This is an optimization exercise on Yosys and OpenROAD, whose aim is small area, not a production implementation. In this exercise RTL edits were held to simulation tests only and were not proved equivalent to the original. Power and IR drop assume default switching activity.

==> module dual_port_ram, before the edit <==
module dual_port_ram #(
  parameter DATA_WIDTH = 8,
  parameter ADDR_WIDTH = 6
)(
  input logic clk,
  input logic rst,
  input logic [DATA_WIDTH-1 : 0] data1,
  input logic [ADDR_WIDTH-1 : 0] addr1,
  input logic enable1,
  input logic [DATA_WIDTH-1 : 0] data2,
  input logic [ADDR_WIDTH-1 : 0] addr2,
  input logic enable2,
  output logic [DATA_WIDTH-1 : 0] q1,
  output logic [DATA_WIDTH-1 : 0] q2
);
  localparam DEPTH = 64;
  localparam N3 = 21;           
  logic [DATA_WIDTH-1 : 0] ram [0 : DEPTH-1];
  logic [DATA_WIDTH-1 : 0] ram_n [0 : DEPTH-1];
  logic we1, we2;
  assign we2 = enable2 & ~rst;
  assign we1 = enable1 & ~rst & ~(enable2 & (addr1 == addr2));
  logic [7:0] lo1_n, lo2_n, hi1_n, hi2_n, whi1_n, whi2_n;
  dpram_pre3n u_lo1  (.a(addr1[2:0]), .n(lo1_n));
  dpram_pre3n u_lo2  (.a(addr2[2:0]), .n(lo2_n));
  dpram_pre3n u_hi1  (.a(addr1[5:3]), .n(hi1_n));
  dpram_pre3n u_hi2  (.a(addr2[5:3]), .n(hi2_n));
  dpram_pre3  u_whi1 (.a(addr1[5:3]), .en(we1), .n(whi1_n));
  dpram_pre3  u_whi2 (.a(addr2[5:3]), .en(we2), .n(whi2_n));
  logic [DEPTH-1:0] r1, r2, s1, s2, h;
  for (genvar w = 0; w < DEPTH; w++) begin : g_line
    dpram_nor2 u_r1 (.a(hi1_n[w/8]),  .b(lo1_n[w%8]), .y(r1[w]));
    dpram_nor2 u_r2 (.a(hi2_n[w/8]),  .b(lo2_n[w%8]), .y(r2[w]));
    dpram_nor2 u_s1 (.a(whi1_n[w/8]), .b(lo1_n[w%8]), .y(s1[w]));
    dpram_nor2 u_s2 (.a(whi2_n[w/8]), .b(lo2_n[w%8]), .y(s2[w]));
    dpram_nor2 u_h  (.a(s1[w]),       .b(s2[w]),      .y(h[w]));
  end
  logic ph;
  always_ff @(posedge clk) begin
    if (ph) ph <= 1'b0;
    else    ph <= 1'b1;
  end
  logic [DATA_WIDTH-1:0] a1, a2;
  assign a1 = data1 ^ {DATA_WIDTH{ph}};
  assign a2 = data2 ^ {DATA_WIDTH{ph}};
  for (genvar w = 0; w < DEPTH; w++) begin : g_word
    for (genvar b = 0; b < DATA_WIDTH; b++) begin : g_bit
      dpram_wbit u_wbit (
        .s1(s1[w]), .a1(a1[b]),
        .s2(s2[w]), .a2(a2[b]),
        .h(h[w]),   .q(ram[w][b]),
        .n(ram_n[w][b])
      );
    end
  end
  always_ff @(posedge clk) begin
    for (int w = 0; w < DEPTH; w++)
      ram[w] <= ram_n[w];
  end
  logic [DATA_WIDTH-1:0] g1 [0 : N3];
  logic [DATA_WIDTH-1:0] g2 [0 : N3];
  for (genvar b = 0; b < DATA_WIDTH; b++) begin : g_rbit
    for (genvar g = 0; g < N3; g++) begin : g_grp
      dpram_rsel3 u_r1 (
        .a(r1[3*g]),   .qa(ram[3*g][b]),
        .b(r1[3*g+1]), .qb(ram[3*g+1][b]),
        .c(r1[3*g+2]), .qc(ram[3*g+2][b]),
        .n(g1[g][b])
      );
      dpram_rsel3 u_r2 (
        .a(r2[3*g]),   .qa(ram[3*g][b]),
        .b(r2[3*g+1]), .qb(ram[3*g+1][b]),
        .c(r2[3*g+2]), .qc(ram[3*g+2][b]),
        .n(g2[g][b])
      );
    end
    dpram_rsel1 u_r1 (.a(r1[DEPTH-1]), .qa(ram[DEPTH-1][b]), .n(g1[N3][b]));
    dpram_rsel1 u_r2 (.a(r2[DEPTH-1]), .qa(ram[DEPTH-1][b]), .n(g2[N3][b]));
  end
  logic [DATA_WIDTH-1:0] rd1, rd2;
  always_comb begin
    rd1 = '1;
    rd2 = '1;
    for (int g = 0; g < N3+1; g++) begin
      rd1 = rd1 & g1[g];
      rd2 = rd2 & g2[g];
    end
    rd1 = ~rd1 ^ {DATA_WIDTH{ph}};
    rd2 = ~rd2 ^ {DATA_WIDTH{ph}};
  end
  always_ff @(posedge clk) begin
    if (rst) begin
      q1 <= '0;
      q2 <= '0;
    end else begin
      if (!enable1) q1 <= rd1;
      if (!enable2) q2 <= rd2;
    end
  end
endmodule
clock: 10.0 ns
lec_check: 0
cap_margin: 20
core_margin: 2
core_utilization: 45
cts_buf_list: sky130_fd_sc_hd__clkbuf_8
cts_cluster_diameter: 60
cts_cluster_size: 16
place_density: 0.62
slew_margin: 20
synth_hierarchical: 1
synth_minimum_keep_size: 0
standard.sh (not shown) runs the stock make flow with config.mk's settings and CLKGATE_MAP_FILE= SYNTH_SCRIPT=/design/flow/synth_recipe.tcl, a recipe that flattens the netlist after the stock synthesis.
==> flow/flow/run.sh <==
#!/bin/bash
# The standard layout, with two changes: the port buffers are the smallest
# buffer cell, and clock tree synthesis inserts no dummy loads.
set -euo pipefail
bash standard.sh \
  "BUFFER_PORTS_ARGS=-buffer_cell sky130_fd_sc_hd__buf_1" \
  "CTS_ARGS=-sink_clustering_enable -repair_clock_nets -sink_clustering_size 16 -sink_clustering_max_diameter 60 -buf_list sky130_fd_sc_hd__clkbuf_8 -dont_use_dummy_load" \
  finish > standard.log 2>&1
The starting point produced a clean layout.
Then changed:
--- a/flow/design.v
+++ b/flow/design.v
@@ -19,6 +19,13 @@
   output logic n
 );
   assign n = ~(a & qa);
+endmodule
+module dpram_hold (
+  input  logic hi1_n, lo1_n,
+  input  logic hi2_n, lo2_n,
+  output logic h
+);
+  assign h = (hi1_n | lo1_n) & (hi2_n | lo2_n);
 endmodule
 module dpram_pre3 (
   input  logic [2:0] a,
@@ -65,20 +72,20 @@
   logic we1, we2;
   assign we2 = enable2 & ~rst;
   assign we1 = enable1 & ~rst & ~(enable2 & (addr1 == addr2));
-  logic [7:0] lo1_n, lo2_n, hi1_n, hi2_n, whi1_n, whi2_n;
-  dpram_pre3n u_lo1  (.a(addr1[2:0]), .n(lo1_n));
-  dpram_pre3n u_lo2  (.a(addr2[2:0]), .n(lo2_n));
-  dpram_pre3n u_hi1  (.a(addr1[5:3]), .n(hi1_n));
-  dpram_pre3n u_hi2  (.a(addr2[5:3]), .n(hi2_n));
-  dpram_pre3  u_whi1 (.a(addr1[5:3]), .en(we1), .n(whi1_n));
-  dpram_pre3  u_whi2 (.a(addr2[5:3]), .en(we2), .n(whi2_n));
-  logic [DEPTH-1:0] r1, r2, s1, s2, h;
+  logic [7:0] lo1_n, lo2_n, hi1_n, hi2_n;
+  dpram_pre3n u_lo1 (.a(addr1[2:0]), .n(lo1_n));
+  dpram_pre3n u_lo2 (.a(addr2[2:0]), .n(lo2_n));
+  dpram_pre3n u_hi1 (.a(addr1[5:3]), .n(hi1_n));
+  dpram_pre3n u_hi2 (.a(addr2[5:3]), .n(hi2_n));
+  logic [7:0] whi1_n, whi2_n;
+  dpram_pre3 u_whi1 (.a(addr1[5:3]), .en(we1), .n(whi1_n));
+  dpram_pre3 u_whi2 (.a(addr2[5:3]), .en(we2), .n(whi2_n));
+  logic [DEPTH-1:0] r1, r2, h;
   for (genvar w = 0; w < DEPTH; w++) begin : g_line
-    dpram_nor2 u_r1 (.a(hi1_n[w/8]),  .b(lo1_n[w%8]), .y(r1[w]));
-    dpram_nor2 u_r2 (.a(hi2_n[w/8]),  .b(lo2_n[w%8]), .y(r2[w]));
-    dpram_nor2 u_s1 (.a(whi1_n[w/8]), .b(lo1_n[w%8]), .y(s1[w]));
-    dpram_nor2 u_s2 (.a(whi2_n[w/8]), .b(lo2_n[w%8]), .y(s2[w]));
-    dpram_nor2 u_h  (.a(s1[w]),       .b(s2[w]),      .y(h[w]));
+    dpram_nor2 u_r1 (.a(hi1_n[w/8]), .b(lo1_n[w%8]), .y(r1[w]));
+    dpram_nor2 u_r2 (.a(hi2_n[w/8]), .b(lo2_n[w%8]), .y(r2[w]));
+    dpram_hold u_h  (.hi1_n(whi1_n[w/8]), .lo1_n(lo1_n[w%8]),
+                     .hi2_n(whi2_n[w/8]), .lo2_n(lo2_n[w%8]), .h(h[w]));
   end
   logic ph;
   always_ff @(posedge clk) begin
@@ -86,13 +93,13 @@
     else    ph <= 1'b1;
   end
   logic [DATA_WIDTH-1:0] a1, a2;
-  assign a1 = data1 ^ {DATA_WIDTH{ph}};
-  assign a2 = data2 ^ {DATA_WIDTH{ph}};
+  assign a1 = (data1 ^ {DATA_WIDTH{ph}}) & {DATA_WIDTH{we1}};
+  assign a2 = (data2 ^ {DATA_WIDTH{ph}}) & {DATA_WIDTH{we2}};
   for (genvar w = 0; w < DEPTH; w++) begin : g_word
     for (genvar b = 0; b < DATA_WIDTH; b++) begin : g_bit
       dpram_wbit u_wbit (
-        .s1(s1[w]), .a1(a1[b]),
-        .s2(s2[w]), .a2(a2[b]),
+        .s1(r1[w]), .a1(a1[b]),
+        .s2(r2[w]), .a2(a2[b]),
         .h(h[w]),   .q(ram[w][b]),
         .n(ram_n[w][b])
       );
Result: Die area stays flat; power came out lower by 3.0%; critical path depth came out lower by 1; global-route usage came out lower by 4.6 points; wire length came out lower by 11%; worst hold slack stays flat; cell count came out lower by 1.5%; combinational power came out lower by 5.7%.

========
## JK
dual_port_ram, a different RTL version from the one above (not shown whole).
Size: ~1,900 cells after synthesis, ~530 flip-flops, about 48 I/O pins, about 22,000 um^2 of cells after synthesis.
==> module dpram_wbit, before the edit <==
module dpram_wbit (
  input  logic s1, a1,
  input  logic s2, a2,
  input  logic h,  q,
  output logic n
);
  assign n = ~((s1 & a1) | (s2 & a2) | (h & q));
endmodule
==> module dpram_xor2, before the edit <==
module dpram_xor2 (
  input  logic a, b,
  output logic y
);
  assign y = a ^ b;
endmodule
==> module dual_port_ram, before the edit <==
module dual_port_ram #(
  parameter DATA_WIDTH = 8,
  parameter ADDR_WIDTH = 6
)(
  input logic clk,
  input logic rst,
  input logic [DATA_WIDTH-1 : 0] data1,
  input logic [ADDR_WIDTH-1 : 0] addr1,
  input logic enable1,
  input logic [DATA_WIDTH-1 : 0] data2,
  input logic [ADDR_WIDTH-1 : 0] addr2,
  input logic enable2,
  output logic [DATA_WIDTH-1 : 0] q1,
  output logic [DATA_WIDTH-1 : 0] q2
);
  localparam DEPTH = 64;
  localparam N3 = 21;           
  logic [DATA_WIDTH-1 : 0] ram [0 : DEPTH-1];
  logic [DATA_WIDTH-1 : 0] ram_n [0 : DEPTH-1];
  logic we1, we2;
  assign we2 = enable2 & ~rst;
  assign we1 = enable1 & ~rst & ~(enable2 & (addr1 == addr2));
  logic [7:0] lo1_n, lo2_n, hi1_n, hi2_n, whi1_n, whi2_n;
  dpram_pre3n u_lo1  (.a(addr1[2:0]), .n(lo1_n));
  dpram_pre3n u_lo2  (.a(addr2[2:0]), .n(lo2_n));
  dpram_pre3n u_hi1  (.a(addr1[5:3]), .n(hi1_n));
  dpram_pre3n u_hi2  (.a(addr2[5:3]), .n(hi2_n));
  dpram_pre3  u_whi1 (.a(addr1[5:3]), .en(we1), .n(whi1_n));
  dpram_pre3  u_whi2 (.a(addr2[5:3]), .en(we2), .n(whi2_n));
  logic [DEPTH-1:0] r1, r2, s1, s2, h;
  for (genvar w = 0; w < DEPTH; w++) begin : g_line
    dpram_nor2 u_r1 (.a(hi1_n[w/8]),  .b(lo1_n[w%8]), .y(r1[w]));
    dpram_nor2 u_r2 (.a(hi2_n[w/8]),  .b(lo2_n[w%8]), .y(r2[w]));
    dpram_nor2 u_s1 (.a(whi1_n[w/8]), .b(lo1_n[w%8]), .y(s1[w]));
    dpram_nor2 u_s2 (.a(whi2_n[w/8]), .b(lo2_n[w%8]), .y(s2[w]));
    dpram_nor2 u_h  (.a(s1[w]),       .b(s2[w]),      .y(h[w]));
  end
  logic ph;
  always_ff @(posedge clk) begin
    if (ph) ph <= 1'b0;
    else    ph <= 1'b1;
  end
  logic [DATA_WIDTH-1:0] a1, a2;
  assign a1 = data1 ^ {DATA_WIDTH{ph}};
  assign a2 = data2 ^ {DATA_WIDTH{ph}};
  for (genvar w = 0; w < DEPTH; w++) begin : g_word
    for (genvar b = 0; b < DATA_WIDTH; b++) begin : g_bit
      dpram_wbit u_wbit (
        .s1(s1[w]), .a1(a1[b]),
        .s2(s2[w]), .a2(a2[b]),
        .h(h[w]),   .q(ram[w][b]),
        .n(ram_n[w][b])
      );
    end
  end
  always_ff @(posedge clk) begin
    for (int w = 0; w < DEPTH; w++)
      ram[w] <= ram_n[w];
  end
  logic [DATA_WIDTH-1:0] g1 [0 : N3];
  logic [DATA_WIDTH-1:0] g2 [0 : N3];
  for (genvar b = 0; b < DATA_WIDTH; b++) begin : g_rbit
    for (genvar g = 0; g < N3; g++) begin : g_grp
      dpram_rsel3 u_r1 (
        .a(r1[3*g]),   .qa(ram[3*g][b]),
        .b(r1[3*g+1]), .qb(ram[3*g+1][b]),
        .c(r1[3*g+2]), .qc(ram[3*g+2][b]),
        .n(g1[g][b])
      );
      dpram_rsel3 u_r2 (
        .a(r2[3*g]),   .qa(ram[3*g][b]),
        .b(r2[3*g+1]), .qb(ram[3*g+1][b]),
        .c(r2[3*g+2]), .qc(ram[3*g+2][b]),
        .n(g2[g][b])
      );
    end
    dpram_rsel1 u_r1 (.a(r1[DEPTH-1]), .qa(ram[DEPTH-1][b]), .n(g1[N3][b]));
    dpram_rsel1 u_r2 (.a(r2[DEPTH-1]), .qa(ram[DEPTH-1][b]), .n(g2[N3][b]));
  end
  logic ld1, ld2, hold1, hold2;
  assign ld1   = ~enable1 & ~rst;
  assign ld2   = ~enable2 & ~rst;
  assign hold1 =  enable1 & ~rst;
  assign hold2 =  enable2 & ~rst;
  logic [DATA_WIDTH-1:0] t1, t2, d1, d2;
  for (genvar b = 0; b < DATA_WIDTH; b++) begin : g_out
    logic [N3:0] c1, c2;
    always_comb
      for (int g = 0; g <= N3; g++) begin
        c1[g] = g1[g][b];
        c2[g] = g2[g][b];
      end
    dpram_rtree #(.N(N3+1)) u_t1 (.g(c1), .t(t1[b]));
    dpram_rtree #(.N(N3+1)) u_t2 (.g(c2), .t(t2[b]));
    logic x1, x2;
    dpram_xor2 u_x1 (.a(t1[b]), .b(ph), .y(x1));
    dpram_xor2 u_x2 (.a(t2[b]), .b(ph), .y(x2));
    dpram_qsel u_q1 (.ld(ld1), .x(x1), .hold(hold1), .q(q1[b]), .d(d1[b]));
    dpram_qsel u_q2 (.ld(ld2), .x(x2), .hold(hold2), .q(q2[b]), .d(d2[b]));
  end
  always_ff @(posedge clk) begin
    q1 <= d1;
    q2 <= d2;
  end
endmodule
Settings: LEC_CHECK=0, CAP_MARGIN=20, CORE_MARGIN=2, CORE_UTILIZATION=45, CTS_BUF_LIST=sky130_fd_sc_hd__clkbuf_8, CTS_CLUSTER_DIAMETER=60, CTS_CLUSTER_SIZE=16, PLACE_DENSITY=0.62, SLEW_MARGIN=20, SYNTH_HIERARCHICAL=1, SYNTH_MINIMUM_KEEP_SIZE=0; clock period 10.0 ns.
Scripts as last shown in full above: flow/flow/run.sh
### JK -> MS
-- flow/design.v --
<<< JK, line 5
  output logic n
);
  assign n = ~((s1 & a1) | (s2 & a2) | (h & q));
endmodule
module dpram_rsel3 (
>>> MS, line 5
  output logic n
);
  assign n = ~((s1 & a1) | (s2 & a2) | (h & ~q));
endmodule
module dpram_rsel3 (
<<< JK, line 43
);
  assign t = ~&g;
endmodule
module dpram_xor2 (
  input  logic a, b,
  output logic y
);
  assign y = a ^ b;
endmodule
module dpram_qsel (
>>> MS, line 43
);
  assign t = ~&g;
endmodule
module dpram_qsel (
<<< JK, line 99
    dpram_nor2 u_h  (.a(s1[w]),       .b(s2[w]),      .y(h[w]));
  end
  logic ph;
  always_ff @(posedge clk) begin
    if (ph) ph <= 1'b0;
    else    ph <= 1'b1;
  end
  logic [DATA_WIDTH-1:0] a1, a2;
  assign a1 = data1 ^ {DATA_WIDTH{ph}};
  assign a2 = data2 ^ {DATA_WIDTH{ph}};
  for (genvar w = 0; w < DEPTH; w++) begin : g_word
    for (genvar b = 0; b < DATA_WIDTH; b++) begin : g_bit
>>> MS, line 93
    dpram_nor2 u_h  (.a(s1[w]),       .b(s2[w]),      .y(h[w]));
  end
  logic [DATA_WIDTH-1:0] a1, a2;
  assign a1 = ~data1;
  assign a2 = ~data2;
  for (genvar w = 0; w < DEPTH; w++) begin : g_word
    for (genvar b = 0; b < DATA_WIDTH; b++) begin : g_bit
<<< JK, line 156
    dpram_rtree #(.N(N3+1)) u_t1 (.g(c1), .t(t1[b]));
    dpram_rtree #(.N(N3+1)) u_t2 (.g(c2), .t(t2[b]));
    logic x1, x2;
    dpram_xor2 u_x1 (.a(t1[b]), .b(ph), .y(x1));
    dpram_xor2 u_x2 (.a(t2[b]), .b(ph), .y(x2));
    dpram_qsel u_q1 (.ld(ld1), .x(x1), .hold(hold1), .q(q1[b]), .d(d1[b]));
    dpram_qsel u_q2 (.ld(ld2), .x(x2), .hold(hold2), .q(q2[b]), .d(d2[b]));
  end
  always_ff @(posedge clk) begin
>>> MS, line 145
    dpram_rtree #(.N(N3+1)) u_t1 (.g(c1), .t(t1[b]));
    dpram_rtree #(.N(N3+1)) u_t2 (.g(c2), .t(t2[b]));
    dpram_qsel u_q1 (.ld(ld1), .x(t1[b]), .hold(hold1), .q(q1[b]), .d(d1[b]));
    dpram_qsel u_q2 (.ld(ld2), .x(t2[b]), .hold(hold2), .q(q2[b]), .d(d2[b]));
  end
  always_ff @(posedge clk) begin
==> results.txt <==
[compare] base=JK new=MS: internal portion of total power -71 uW, sequential share of layout area -2.7 points, sequential share of power -3.4 points. Compared with JK, in MS biggest fanout along the worst timing path went up by 7; layout sequential cell count was more or less identical. JK has higher number of gates on the worst path with buffers counted than MS. Number of instances in the synthesized netlist (MS / JK): 1.3. When MS is measured against JK, its number of tap cells inserted turns out 11% higher. MS has completed all stages; timing, DRC and antenna checks passed. Relative to JK, the final setup slack of the worst path of MS is higher by 0.30 ns. Diff JK -> MS: met2 routed wirelength increased 10%; count of antenna diodes in the layout increased 6; number of clock buffers in the layout increased 4.5%.

-- re-timing with driven ports --
The results above use ideal ports. As a check the final layouts listed here were re-extracted and re-timed, cells and wires unchanged.
Step 1 assumes that a clkbuf_16 drives the clock port and a buf_2 every other input.
Step 2 adds t to the input delays and takes it off the output delays; t is the mean of the earliest and latest rising clock arrival at the registers after step 1. Input paths then give back, and output paths get back, about the clock's delay inside the block.
Three values: ideal ports, drivers, drivers and shift; two values: the first two.
run	t, ns	slack for setup (ns)	worst setup path at the end	clock arrival spread, ns
the first run of note 1	0.714	4.176 / 4.167 / 3.453	input to register	0.084 / 0.084
the second run of note 1	0.720	4.266 / 4.287 / 3.567	input to register	0.057 / 0.057
JK	0.717	4.488 / 4.509 / 3.792	input to register	0.066 / 0.066
MS	0.736	4.792 / 4.780 / 4.045	input to register	0.093 / 0.093
After both steps setup and hold are still met in every run listed. For MS, which loses most, drivers alone change the setup slack by -0.012 ns; drivers and shift together by -0.747 ns.
